Source: an optimization exercise on an open RTL-to-GDS flow (aim: small area, a short achievable clock period and few clock cycles). Production flows keep margins and buffers that such runs may drop. Power is estimated from default activity; no workload was simulated.

==> inputs of run Z <==
==> flow/design.v <==
module LZ77_Encoder(clk,reset,chardata,valid,encode,finish,offset,match_len,char_nxt);
input               clk;
input               reset;
input       [7:0]   chardata;
output reg          valid;
output              encode;
output reg          finish;
output reg  [3:0]   offset;
output reg  [2:0]   match_len;
output      [7:0]   char_nxt;
assign encode = 1'b1;
reg [79:0] hist;
reg [3:0]  cnt;
reg        st;
reg [9:1]  al;
always @(posedge clk)
    hist <= {hist[71:0], chardata};
reg [3:0] cnt_nx;
always @(*)
    case (cnt)
        4'd0: cnt_nx = 4'd1;
        4'd1: cnt_nx = 4'd2;
        4'd2: cnt_nx = 4'd3;
        4'd3: cnt_nx = 4'd4;
        4'd4: cnt_nx = 4'd5;
        4'd5: cnt_nx = 4'd6;
        4'd6: cnt_nx = 4'd7;
        4'd7: cnt_nx = 4'd8;
        default: cnt_nx = 4'd9;
    endcase
always @(posedge clk or posedge reset)
    if (reset) cnt <= 4'd0;
    else       cnt <= cnt_nx;
wire [7:0] cur = hist[7:0];
assign char_nxt = hist[15:8];
wire [9:1] eq;
wire [9:1] mask;
genvar g;
generate
    for (g = 1; g <= 9; g = g + 1) begin : cmp
        assign eq[g]   = (hist[8*g +: 8] == cur);
    end
endgenerate
assign mask[1] = |cnt;
assign mask[2] = cnt[3] | cnt[2] | cnt[1];
assign mask[3] = cnt[3] | cnt[2] | (cnt[1] & cnt[0]);
assign mask[4] = cnt[3] | cnt[2];
assign mask[5] = cnt[3] | (cnt[2] & (cnt[1] | cnt[0]));
assign mask[6] = cnt[3] | (cnt[2] & cnt[1]);
assign mask[7] = cnt[3] | (cnt[2] & cnt[1] & cnt[0]);
assign mask[8] = cnt[3];
assign mask[9] = cnt[3] & cnt[0];
wire       en = (cnt != 4'd0);
wire [2:0] je = st ? 3'd0 : match_len;
wire [9:1] a  = al & eq;
wire [2:0] jn = {je[2] ^ (je[1] & je[0]), je[1] ^ je[0], ~je[0]};
reg        stop;
reg [9:1]  a_pr;
integer k;
always @(*) begin
    stop = 1'b0;
    for (k = 1; k <= 7; k = k + 1)
        if (je == k - 1 && a[k]) stop = 1'b1;
    for (k = 1; k <= 9; k = k + 1)
        a_pr[k] = a[k] & ~(stop && (je >= k));
end
reg [3:0] enc;
always @(*) begin
    enc = 4'd0;
    for (k = 1; k <= 9; k = k + 1)
        if (a[k]) enc = k - 1;
end
wire kill = (a == 9'd0) || (je == 3'd7);
wire nk   = kill | ~en;
wire emit = en & kill & ~finish;
always @(posedge clk) begin
    st        <= nk;
    al        <= nk ? mask : a_pr;
    match_len <= kill ? je : jn;
    if (!(kill && !st)) offset <= enc;
end
always @(posedge clk or posedge reset)
    if (reset) begin
        valid  <= 1'b0;
        finish <= 1'b0;
    end else begin
        valid <= emit;
        if (emit && cur == 8'h24) finish <= 1'b1;
    end
endmodule
==> flow/flow/run.sh <==
#!/bin/bash
# Layout flow: the standard synthesis, then the ORFS layout steps with
# settings from flow/params.sh (port buffer cell, setup margin for
# repair_timing, clock tree buffers), and optionally every logic cell reset to
# its smallest drive strength right after synthesis so that repair_timing
# only upsizes what the timing needs. Each tool's output goes to a log here.
set -euo pipefail
source flow/params.sh
R=orfs/results/$FLOW_PLATFORM/LZ77_Encoder/base
bash standard.sh synth > synth.log 2>&1
if [[ "${DOWNSIZE:-0}" == 1 ]]; then
  IN_DB=$R/1_synth.odb openroad -no_init -exit flow/downsize.tcl > downsize.log 2>&1
fi
bash standard.sh "${MAKEVARS[@]}" finish > layout.log 2>&1
==> flow/flow/downsize.tcl <==
# Swap every logic cell to the smallest-area cell of its family (same
# function, other drive strength). Flip-flops keep their type.
read_db $::env(IN_DB)
set db [ord::get_db]
set fam {}
foreach lib [$db getLibs] {
  foreach m [$lib getMasters] {
    set n [$m getName]
    if {[regexp {^(sky130_fd_sc_hd__[a-z0-9]+)_([0-9]+)$} $n -> base drv]} {
      dict lappend fam $base $m
    }
  }
}
set swapped 0
foreach inst [[ord::get_db_block] getInsts] {
  set m [$inst getMaster]
  set n [$m getName]
  if {![regexp {^(sky130_fd_sc_hd__[a-z0-9]+)_([0-9]+)$} $n -> base drv]} continue
  if {[regexp {__(df|edf|sdf|dl|sedf|clk|conb|tap|fill|decap)} $n]} continue
  set best $m
  set ba [expr {[$m getWidth] * [$m getHeight]}]
  foreach c [dict get $fam $base] {
    set a [expr {[$c getWidth] * [$c getHeight]}]
    if {$a < $ba} { set best $c; set ba $a }
  }
  if {$best ne $m} {
    $inst swapMaster $best
    incr swapped
  }
}
puts "downsized $swapped instances"
write_db $::env(IN_DB)
==> flow/flow/params.sh <==
DOWNSIZE=1
MAKEVARS=("BUFFER_PORTS_ARGS=-buffer_cell sky130_fd_sc_hd__buf_2" "CTS_BUF_LIST=sky130_fd_sc_hd__clkbuf_8" CTS_CLUSTER_SIZE=30)
==> flow/standard.sh <==
#!/bin/bash
# synth_recipe.tcl (not shown) runs the flow's synth.tcl, then flattens the netlist and writes it again
# the make line also repeats each setting of config.mk as NAME=value (left out here)
make -C /OpenROAD-flow-scripts/flow DESIGN_CONFIG=/design/flow/config.mk WORK_HOME=/design/flow/orfs CLKGATE_MAP_FILE= SYNTH_SCRIPT=/design/flow/synth_recipe.tcl "${@:-finish}"
==> flow/config.mk <==
export PLATFORM = sky130hd
export DESIGN_NAME = LZ77_Encoder
export DESIGN_NICKNAME = LZ77_Encoder
export VERILOG_FILES = /design/flow/design.v
export SDC_FILE = /design/flow/constraint.sdc
export NUM_CORES = 8
export LEC_CHECK = 0
export CAP_MARGIN = 40
export CORE_MARGIN = 2
export CORE_UTILIZATION = 30
export PLACE_DENSITY = 0.35
export SLEW_MARGIN = 40
==> flow/constraint.sdc <==
create_clock -name core_clock -period 13.0 [get_ports {clk}]
set_input_delay 2.6000 -clock core_clock [delete_from_list [all_inputs] [get_ports {clk}]]
set_output_delay 2.6000 -clock core_clock [all_outputs]
set_load 0.01 [all_outputs]
==> run B (differences from run Z) <==
==> flow/flow/params.sh (replaced) <==
DOWNSIZE=0
MAKEVARS=("BUFFER_PORTS_ARGS=-buffer_cell sky130_fd_sc_hd__buf_2" SETUP_SLACK_MARGIN=9.6)
==> flow_metrics.py <==
metrics = {
    "pwr": {
        "vdd_drop_max_uv": 77.2,
    },
    "layout": {
        "multi_input_area_share": 0.347,
    },
    "status": {
        "status": "complete, no violations",
    },
    "grt": {
        "grt_pass1_vias": 2277,
    },
    "clock_network": {
        "clk_latency_ns": 0.37,
    },
    "place": {
        "dp_slack_ns": 9.83,
    },
}
-- figures above: run Z

==> flow_metrics.py <==
metrics = {
    "die": {
        "die_y_um": 117,
    },
    "layout": {
        "nClkBuffers": 9,
        "multi_input_area_share": 0.335,
    },
    "detailed_routing": {
        "wl_met1_um": 3860,
        "firstDrtPassIters": 4,
    },
    "status": {
        "status": "complete, no violations",
    },
    "pwr": {
        "vdd_drop_max_uv": 87.1,
    },
    "grt": {
        "grt_pass1_vias": 2350,
    },
    "clock_network": {
        "clk_latency_ns": 0.35,
    },
    "worst_setup_path": {
        "setup.worst_path.end_class": "output port",
    },
    "place": {
        "dp_slack_ns": 9.82,
    },
}
-- figures above: run B

No run of this note included a check of the RTL's function; only the layout flow was run.

[re-timing with driven ports]
No port has a modelled driver above. Below, the same layouts with a new extraction and two added sets of constraints.
Step 1, drivers: a clkbuf_16 drives clk and a buf_2 each remaining input, both assumed.
Step 2 also shifts input and output timing later by t, the mid clock arrival at the registers, as if the neighbouring blocks saw the same clock.
Slacks: ideal / step 1 / step 2; pairs: ideal / step 1.
| run | shift t [ns] | setup WS [ns] | worst hold slack (ns) | latest minus earliest clock arrival (ns) |
|---|---|---|---|---|
| run Z | 0.401 | 9.435 / 9.402 / 9.803 | 0.368 / 0.368 / 0.368 | 0.009 / 0.010 |
| run B | 0.390 | 9.518 / 9.477 / 9.866 | 0.361 / 0.361 / 0.361 | 0.010 / 0.009 |
After both steps setup and hold are still met in every run listed.
